What follows belongs to an exercise in optimizing a design on an open flow for small area and a short achievable clock period; a production flow would make more cautious choices. At most, simulation tests tie the RTL to the original design; equivalence was not proved. Power figures rest on the tool's default switching activity, not on a simulated workload.

==> flow/design.v <==
module mux_inv (
    input  wire a,
    input  wire b,
    input  wire s,
    input  wire sn,
    output wire y
);
    assign y = ~((a | s) & (b | sn));
endmodule
module mux_buf (
    input  wire a,
    input  wire b,
    input  wire s,
    input  wire sn,
    output wire y
);
    assign y = (a | s) & (b | sn);
endmodule
module nor2_cell (
    input  wire a,
    input  wire b,
    output wire y
);
    assign y = ~(a | b);
endmodule
module and2_cell (
    input  wire a,
    input  wire b,
    output wire y
);
    assign y = a & b;
endmodule
module or2_cell (
    input  wire a,
    input  wire b,
    output wire y
);
    assign y = a | b;
endmodule
module inv_cell (
    input  wire a,
    output wire y
);
    assign y = ~a;
endmodule
module wire_cell (
    input  wire a,
    output wire y
);
    assign y = a;
endmodule
module shifter_io_wrapper #(
    parameter integer WIDTH = 32,
    parameter integer BLOCK = 16
)(
    input  wire             clk,
    input  wire             v_in,
    input  wire [1:0]       opcode,
    input  wire [4:0]       shamt,
    input  wire [31:0]      din,
    output reg  [31:0]      dout,
    output reg              v_out
);
    genvar i;
    wire [1:0] is_left, is_leftn;
    wire [1:0] opn = ~opcode;
    and2_cell u_l0  (.a(opn[1]), .b(opn[0]), .y(is_left[0]));
    and2_cell u_l1  (.a(opn[1]), .b(opn[0]), .y(is_left[1]));
    or2_cell  u_ln0 (.a(opcode[1]), .b(opcode[0]), .y(is_leftn[0]));
    or2_cell  u_ln1 (.a(opcode[1]), .b(opcode[0]), .y(is_leftn[1]));
    wire fill     = (opcode == 2'b10) & din[31];
    wire filln    = ~fill;
    wire [4:2] shn = ~shamt[4:2];
    wire [31:0] d1;    
    wire [31:0] d2;    
    wire [31:0] d3;    
    generate
        for (i = 0; i < 32; i = i + 1) begin : g_s1
            mux_inv u_rev (.a(din[i]), .b(din[31-i]), .s(is_left[i / 16]), .sn(is_leftn[i / 16]), .y(d1[i]));
            mux_inv u_16 (.a(d1[i]), .b(i + 16 < 32 ? d1[(i + 16) % 32] : filln),
                          .s(shamt[4]), .sn(shn[4]), .y(d2[i]));
            mux_inv u_8  (.a(d2[i]), .b(i + 8 < 32 ? d2[(i + 8) % 32] : fill),
                          .s(shamt[3]), .sn(shn[3]), .y(d3[i]));
        end
    endgenerate
    wire sh2b, shn2b;
    wire_cell u_sh2b  (.a(shamt[2]), .y(sh2b));
    wire_cell u_shn2b (.a(shn[2]),   .y(shn2b));
    reg [31:0] m_datan;             
    reg [2:0]  m_sh, m_shn;
    reg        m_sh2b, m_shn2b;     
    reg        m_left, m_leftn;
    reg        m_fill, m_v;
    always @(posedge clk) begin
        m_datan <= d3;
        m_sh    <= shamt[2:0];
        m_shn   <= ~shamt[2:0];
        m_sh2b  <= sh2b;
        m_shn2b <= shn2b;
        m_left  <= is_left[0];
        m_leftn <= is_leftn[0];
        m_fill  <= fill;
        m_v     <= v_in;
    end
    wire m_filln = ~m_fill;
    wire [31:0] e1;    
    wire [31:0] e2;    
    wire [31:0] e3;    
    wire [31:0] e4;    
    generate
        for (i = 0; i < 32; i = i + 1) begin : g_s2
            mux_inv u_4   (.a(m_datan[i]), .b(i + 4 < 32 ? m_datan[(i + 4) % 32] : m_filln),
                           .s(i < 16 ? m_sh[2] : m_sh2b), .sn(i < 16 ? m_shn[2] : m_shn2b), .y(e1[i]));
            mux_inv u_2   (.a(e1[i]), .b(i + 2 < 32 ? e1[(i + 2) % 32] : m_fill),
                           .s(m_sh[1]), .sn(m_shn[1]), .y(e2[i]));
            mux_inv u_1   (.a(e2[i]), .b(i + 1 < 32 ? e2[(i + 1) % 32] : m_filln),
                           .s(m_sh[0]), .sn(m_shn[0]), .y(e3[i]));
            mux_buf u_rev (.a(e3[i]), .b(e3[31-i]), .s(m_left), .sn(m_leftn), .y(e4[i]));
        end
    endgenerate
    always @(posedge clk) begin
        dout  <= e4;
        v_out <= m_v;
    end
endmodule
Settings: LEC_CHECK=0, CAP_MARGIN=20, CORE_MARGIN=2, CORE_UTILIZATION=50, SETUP_SLACK_MARGIN=1.1, SLEW_MARGIN=20, SYNTH_HIERARCHICAL=1; clock period 2.5 ns.
standard.sh (not shown) runs the stock make flow with config.mk's settings and CLKGATE_MAP_FILE= SYNTH_SCRIPT=/design/flow/synth_recipe.tcl, a recipe that flattens the netlist after the stock synthesis.
==> flow/flow/run.sh <==
#!/bin/bash
# Standard ORFS layout, with the port buffers made of the smallest buffer and
# a clock tree built without dummy balancing loads.
set -euo pipefail
bash standard.sh "BUFFER_PORTS_ARGS=-buffer_cell sky130_fd_sc_hd__buf_1" \
  "CTS_ARGS=-sink_clustering_enable -repair_clock_nets -dont_use_dummy_load -buf_list sky130_fd_sc_hd__clkbuf_4" finish > standard_flow.log 2>&1
Then changed:
--- a/flow/design.v
+++ b/flow/design.v
@@ -24,11 +24,4 @@
     assign y = ~(a | b);
 endmodule
-module and2_cell (
-    input  wire a,
-    input  wire b,
-    output wire y
-);
-    assign y = a & b;
-endmodule
 module or2_cell (
     input  wire a,
@@ -43,10 +36,4 @@
 );
     assign y = ~a;
-endmodule
-module wire_cell (
-    input  wire a,
-    output wire y
-);
-    assign y = a;
 endmodule
 module shifter_io_wrapper #(
@@ -64,12 +51,11 @@
     genvar i;
     wire [1:0] is_left, is_leftn;
-    wire [1:0] opn = ~opcode;
-    and2_cell u_l0  (.a(opn[1]), .b(opn[0]), .y(is_left[0]));
-    and2_cell u_l1  (.a(opn[1]), .b(opn[0]), .y(is_left[1]));
+    nor2_cell u_l0  (.a(opcode[1]), .b(opcode[0]), .y(is_left[0]));
+    nor2_cell u_l1  (.a(opcode[1]), .b(opcode[0]), .y(is_left[1]));
     or2_cell  u_ln0 (.a(opcode[1]), .b(opcode[0]), .y(is_leftn[0]));
     or2_cell  u_ln1 (.a(opcode[1]), .b(opcode[0]), .y(is_leftn[1]));
     wire fill     = (opcode == 2'b10) & din[31];
     wire filln    = ~fill;
-    wire [4:2] shn = ~shamt[4:2];
+    wire [4:3] shn = ~shamt[4:3];
     wire [31:0] d1;    
     wire [31:0] d2;    
@@ -84,10 +70,6 @@
         end
     endgenerate
-    wire sh2b, shn2b;
-    wire_cell u_sh2b  (.a(shamt[2]), .y(sh2b));
-    wire_cell u_shn2b (.a(shn[2]),   .y(shn2b));
     reg [31:0] m_datan;             
     reg [2:0]  m_sh, m_shn;
-    reg        m_sh2b, m_shn2b;     
     reg        m_left, m_leftn;
     reg        m_fill, m_v;
@@ -96,6 +78,4 @@
         m_sh    <= shamt[2:0];
         m_shn   <= ~shamt[2:0];
-        m_sh2b  <= sh2b;
-        m_shn2b <= shn2b;
         m_left  <= is_left[0];
         m_leftn <= is_leftn[0];
@@ -111,5 +91,5 @@
         for (i = 0; i < 32; i = i + 1) begin : g_s2
             mux_inv u_4   (.a(m_datan[i]), .b(i + 4 < 32 ? m_datan[(i + 4) % 32] : m_filln),
-                           .s(i < 16 ? m_sh[2] : m_sh2b), .sn(i < 16 ? m_shn[2] : m_shn2b), .y(e1[i]));
+                           .s(m_sh[2]), .sn(m_shn[2]), .y(e1[i]));
             mux_inv u_2   (.a(e1[i]), .b(i + 2 < 32 ? e1[(i + 2) % 32] : m_fill),
                            .s(m_sh[1]), .sn(m_shn[1]), .y(e2[i]));
What happened:
- via count rose by 5.3%
- worst setup slack got worse by 0.095 ns
- sequential cell count is lower by 2
- count of clock-buffer cells in the layout does not change
- global-route usage goes up by 1.8 points
- routed wire length climbs by 13%
No functional check of the RTL was part of any run of this note.

Starts from the design.v that is shown in full above.
export LEC_CHECK = 0
export CAP_MARGIN = 20
export CORE_MARGIN = 2
export CORE_UTILIZATION = 55
export SETUP_SLACK_MARGIN = 1.1
export SLEW_MARGIN = 20
export SYNTH_HIERARCHICAL = 1
create_clock -name core_clock -period 2.5 [get_ports {clk}]
Scripts as last shown in full above: flow/flow/run.sh
==> next run, changes <==
--- a/flow/design.v
+++ b/flow/design.v
@@ -21,15 +21,8 @@
     input  wire b,
     output wire y
 );
     assign y = ~(a | b);
-endmodule
-module and2_cell (
-    input  wire a,
-    input  wire b,
-    output wire y
-);
-    assign y = a & b;
 endmodule
 module or2_cell (
     input  wire a,
     input  wire b,
@@ -62,11 +55,10 @@
     output reg              v_out
 );
     genvar i;
     wire [1:0] is_left, is_leftn;
-    wire [1:0] opn = ~opcode;
-    and2_cell u_l0  (.a(opn[1]), .b(opn[0]), .y(is_left[0]));
-    and2_cell u_l1  (.a(opn[1]), .b(opn[0]), .y(is_left[1]));
+    nor2_cell u_l0  (.a(opcode[1]), .b(opcode[0]), .y(is_left[0]));
+    nor2_cell u_l1  (.a(opcode[1]), .b(opcode[0]), .y(is_left[1]));
     or2_cell  u_ln0 (.a(opcode[1]), .b(opcode[0]), .y(is_leftn[0]));
     or2_cell  u_ln1 (.a(opcode[1]), .b(opcode[0]), .y(is_leftn[1]));
     wire fill     = (opcode == 2'b10) & din[31];
     wire filln    = ~fill;
Fmax goes up by 1.9%; clock skew goes down by 4.7 ps; die area goes down by 0.38%; first-iteration DRC count goes down by 2.4%; setup slack improves by 25 ps.
Only the layout flow was run in the first run of this note; the RTL was not checked for function there.

v6:
Another version of the RTL of shifter_io_wrapper (not shown whole).
Size in the first run: roughly 320 cells after synthesis, roughly 0.0031 mm2 of cells after synthesis.
==> module nor2_cell, before the edit <==
module nor2_cell (
    input  wire a,
    input  wire b,
    output wire y
);
    assign y = ~(a | b);
endmodule
==> module or2_cell, before the edit <==
module or2_cell (
    input  wire a,
    input  wire b,
    output wire y
);
    assign y = a | b;
endmodule
==> module inv_cell, before the edit <==
module inv_cell (
    input  wire a,
    output wire y
);
    assign y = ~a;
endmodule
==> module shifter_io_wrapper, before the edit <==
module shifter_io_wrapper #(
    parameter integer WIDTH = 32,
    parameter integer BLOCK = 16
)(
    input  wire             clk,
    input  wire             v_in,
    input  wire [1:0]       opcode,
    input  wire [4:0]       shamt,
    input  wire [31:0]      din,
    output reg  [31:0]      dout,
    output reg              v_out
);
    genvar i;
    wire [1:0] is_left, is_leftn;
    nor2_cell u_l0  (.a(opcode[1]), .b(opcode[0]), .y(is_left[0]));
    nor2_cell u_l1  (.a(opcode[1]), .b(opcode[0]), .y(is_left[1]));
    or2_cell  u_ln0 (.a(opcode[1]), .b(opcode[0]), .y(is_leftn[0]));
    or2_cell  u_ln1 (.a(opcode[1]), .b(opcode[0]), .y(is_leftn[1]));
    wire fill     = (opcode == 2'b10) & din[31];
    wire filln    = ~fill;
    wire [4:3] shn = ~shamt[4:3];
    wire [31:0] d1;    
    wire [31:0] d2;    
    wire [31:0] d3;    
    generate
        for (i = 0; i < 32; i = i + 1) begin : g_s1
            mux_inv u_rev (.a(din[i]), .b(din[31-i]), .s(is_left[i / 16]), .sn(is_leftn[i / 16]), .y(d1[i]));
            mux_inv u_16 (.a(d1[i]), .b(i + 16 < 32 ? d1[(i + 16) % 32] : filln),
                          .s(shamt[4]), .sn(shn[4]), .y(d2[i]));
            mux_inv u_8  (.a(d2[i]), .b(i + 8 < 32 ? d2[(i + 8) % 32] : fill),
                          .s(shamt[3]), .sn(shn[3]), .y(d3[i]));
        end
    endgenerate
    wire shn2b, sh2b;
    inv_cell u_shn2b (.a(shamt[2]), .y(shn2b));
    inv_cell u_sh2b  (.a(shn2b), .y(sh2b));
    reg [31:0] m_datan;             
    reg [2:0]  m_sh, m_shn;
    reg        m_sh2b, m_shn2b;     
    reg        m_left, m_leftn;
    reg        m_fill, m_v;
    always @(posedge clk) begin
        m_datan <= d3;
        m_sh    <= shamt[2:0];
        m_shn   <= ~shamt[2:0];
        m_sh2b  <= sh2b;
        m_shn2b <= shn2b;
        m_left  <= is_left[0];
        m_leftn <= is_leftn[0];
        m_fill  <= fill;
        m_v     <= v_in;
    end
    wire m_filln = ~m_fill;
    wire [31:0] e1;    
    wire [31:0] e2;    
    wire [31:0] e3;    
    wire [31:0] e4;    
    generate
        for (i = 0; i < 32; i = i + 1) begin : g_s2
            mux_inv u_4   (.a(m_datan[i]), .b(i + 4 < 32 ? m_datan[(i + 4) % 32] : m_filln),
                           .s(i < 16 ? m_sh[2] : m_sh2b), .sn(i < 16 ? m_shn[2] : m_shn2b), .y(e1[i]));
            mux_inv u_2   (.a(e1[i]), .b(i + 2 < 32 ? e1[(i + 2) % 32] : m_fill),
                           .s(m_sh[1]), .sn(m_shn[1]), .y(e2[i]));
            mux_inv u_1   (.a(e2[i]), .b(i + 1 < 32 ? e2[(i + 1) % 32] : m_filln),
                           .s(m_sh[0]), .sn(m_shn[0]), .y(e3[i]));
            mux_buf u_rev (.a(e3[i]), .b(e3[31-i]), .s(m_left), .sn(m_leftn), .y(e4[i]));
        end
    endgenerate
    always @(posedge clk) begin
        dout  <= e4;
        v_out <= m_v;
    end
endmodule
==> flow/config.mk <==
export PLATFORM = sky130hd
export DESIGN_NAME = shifter_io_wrapper
export DESIGN_NICKNAME = shifter_io_wrapper
export VERILOG_FILES = /design/flow/design.v
export SDC_FILE = /design/flow/constraint.sdc
export NUM_CORES = 4
export LEC_CHECK = 0
export CAP_MARGIN = 20
export CORE_MARGIN = 2
export CORE_UTILIZATION = 40
export SETUP_SLACK_MARGIN = 1.1
export SLEW_MARGIN = 20
export SYNTH_HIERARCHICAL = 1
==> flow/constraint.sdc <==
create_clock -name core_clock -period 2.5 [get_ports {clk}]
set_input_delay 0.5000 -clock core_clock [delete_from_list [all_inputs] [get_ports {clk}]]
set_output_delay 0.5000 -clock core_clock [all_outputs]
set_load 0.01 [all_outputs]
==> flow/flow/run.sh <==
#!/bin/bash
# Standard ORFS layout, with the port buffers made of the smallest buffer and
# a clock tree built without dummy balancing loads.
set -euo pipefail
bash standard.sh "BUFFER_PORTS_ARGS=-buffer_cell sky130_fd_sc_hd__buf_1" \
  "CTS_ARGS=-sink_clustering_enable -repair_clock_nets -dont_use_dummy_load" finish > standard_flow.log 2>&1
Modified inputs, v7 compared to v6
==> flow/design.v, changed modules only <==
module shifter_io_wrapper #(
    parameter integer WIDTH = 32,
    parameter integer BLOCK = 16
)(
    input  wire             clk,
    input  wire             v_in,
    input  wire [1:0]       opcode,
    input  wire [4:0]       shamt,
    input  wire [31:0]      din,
    output reg  [31:0]      dout,
    output reg              v_out
);
    genvar i;
    wire is_left  = (opcode == 2'b00);
    wire is_leftn = ~is_left;
    wire fill     = (opcode == 2'b10) & din[31];
    wire filln    = ~fill;
    wire [4:3] shn = ~shamt[4:3];
    wire [31:0] d1;    
    wire [31:0] d2;    
    wire [31:0] d3;    
    generate
        for (i = 0; i < 32; i = i + 1) begin : g_s1
            mux_inv u_rev (.a(din[i]), .b(din[31-i]), .s(is_left), .sn(is_leftn), .y(d1[i]));
            mux_inv u_16 (.a(d1[i]), .b(i + 16 < 32 ? d1[(i + 16) % 32] : filln),
                          .s(shamt[4]), .sn(shn[4]), .y(d2[i]));
            mux_inv u_8  (.a(d2[i]), .b(i + 8 < 32 ? d2[(i + 8) % 32] : fill),
                          .s(shamt[3]), .sn(shn[3]), .y(d3[i]));
        end
    endgenerate
    reg [31:0] m_datan;             
    reg [2:0]  m_sh, m_shn;
    reg        m_left, m_leftn;
    reg        m_fill, m_v;
    always @(posedge clk) begin
        m_datan <= d3;
        m_sh    <= shamt[2:0];
        m_shn   <= ~shamt[2:0];
        m_left  <= is_left;
        m_leftn <= is_leftn;
        m_fill  <= fill;
        m_v     <= v_in;
    end
    wire m_filln = ~m_fill;
    wire [31:0] e1;    
    wire [31:0] e2;    
    wire [31:0] e3;    
    wire [31:0] e4;    
    generate
        for (i = 0; i < 32; i = i + 1) begin : g_s2
            mux_inv u_4   (.a(m_datan[i]), .b(i + 4 < 32 ? m_datan[(i + 4) % 32] : m_filln),
                           .s(m_sh[2]), .sn(m_shn[2]), .y(e1[i]));
            mux_inv u_2   (.a(e1[i]), .b(i + 2 < 32 ? e1[(i + 2) % 32] : m_fill),
                           .s(m_sh[1]), .sn(m_shn[1]), .y(e2[i]));
            mux_inv u_1   (.a(e2[i]), .b(i + 1 < 32 ? e2[(i + 1) % 32] : m_filln),
                           .s(m_sh[0]), .sn(m_shn[0]), .y(e3[i]));
            mux_buf u_rev (.a(e3[i]), .b(e3[31-i]), .s(m_left), .sn(m_leftn), .y(e4[i]));
        end
    endgenerate
    always @(posedge clk) begin
        dout  <= e4;
        v_out <= m_v;
    end
endmodule
// module nor2_cell removed
// module or2_cell removed
// module inv_cell removed
==> comparison <==
Diff v6 -> v7 | synthesized cell count | down slightly
Compare v7 and v6 | layout filler cell count lower: v7
Going from v6 to v7, the die span in x was found to have gone down by about 0.9%.
Final sequential cell count in v7 vs v6: down 2
Clock network fraction of design power was higher in v6 than in v7.
Density: v7 denser than v6
v6 → v7: sequential power has remained practically unchanged, global-route usage over all layers has increased.
Between v7 and v6, the difference in slew at the pin closest to its max-slew limit is negligible.
v6 → v7: post-layout minimum cycle time has increased, final design instance area without fill has increased.
Power is higher on v7
In the flow results for v7 and v6, the area after synthesis is larger on v6.
Fmax: v7 below v6
Only the layout flow was run in v7; the RTL was not checked for function there.

separate check: timing with driven ports:
Ports are ideal in the flow. The routed layouts listed here were re-timed in OpenROAD. Step 1 sets driving cells, clkbuf_16 on the clock port and buf_2 on the other inputs (assumed; they add their load-dependent delay and slew). Step 2 adds t to the input delays and takes it off the output delays; t is the mean of the earliest and latest rising clock arrival at the registers after step 1. Input paths then give back, and output paths get back, about the clock's delay inside the block. a / b / c = no drivers / after step 1 / after step 2; a / b = the first two.
run | t (ns) | slack for setup (ns) | worst register clock-pin slew, ns | worst slew at a driven data input, ns
the first run of note 1 | 0.423 | 1.138 / 1.123 / 0.744 | 0.11 / 0.11 | 0.03
the second run of note 1 | 0.432 | 1.043 / 1.043 / 0.796 | 0.12 / 0.12 | 0.03
the first run of note 2 | 0.422 | 1.127 / 1.117 / 0.794 | 0.12 / 0.12 | 0.03
the second run of note 2 | 0.417 | 1.153 / 1.132 / 0.750 | 0.12 / 0.12 | 0.03
v6 | 0.366 | 1.146 / 1.146 / 0.834 | 0.08 / 0.08 | 0.03
v7 | 0.366 | 1.043 / 1.043 / 0.830 | 0.08 / 0.08 | 0.03
After both steps every run listed still meets setup and hold. The setup slack of the second run of note 2, which loses most, moves by -0.021 ns with the drivers and by -0.403 ns with both steps.
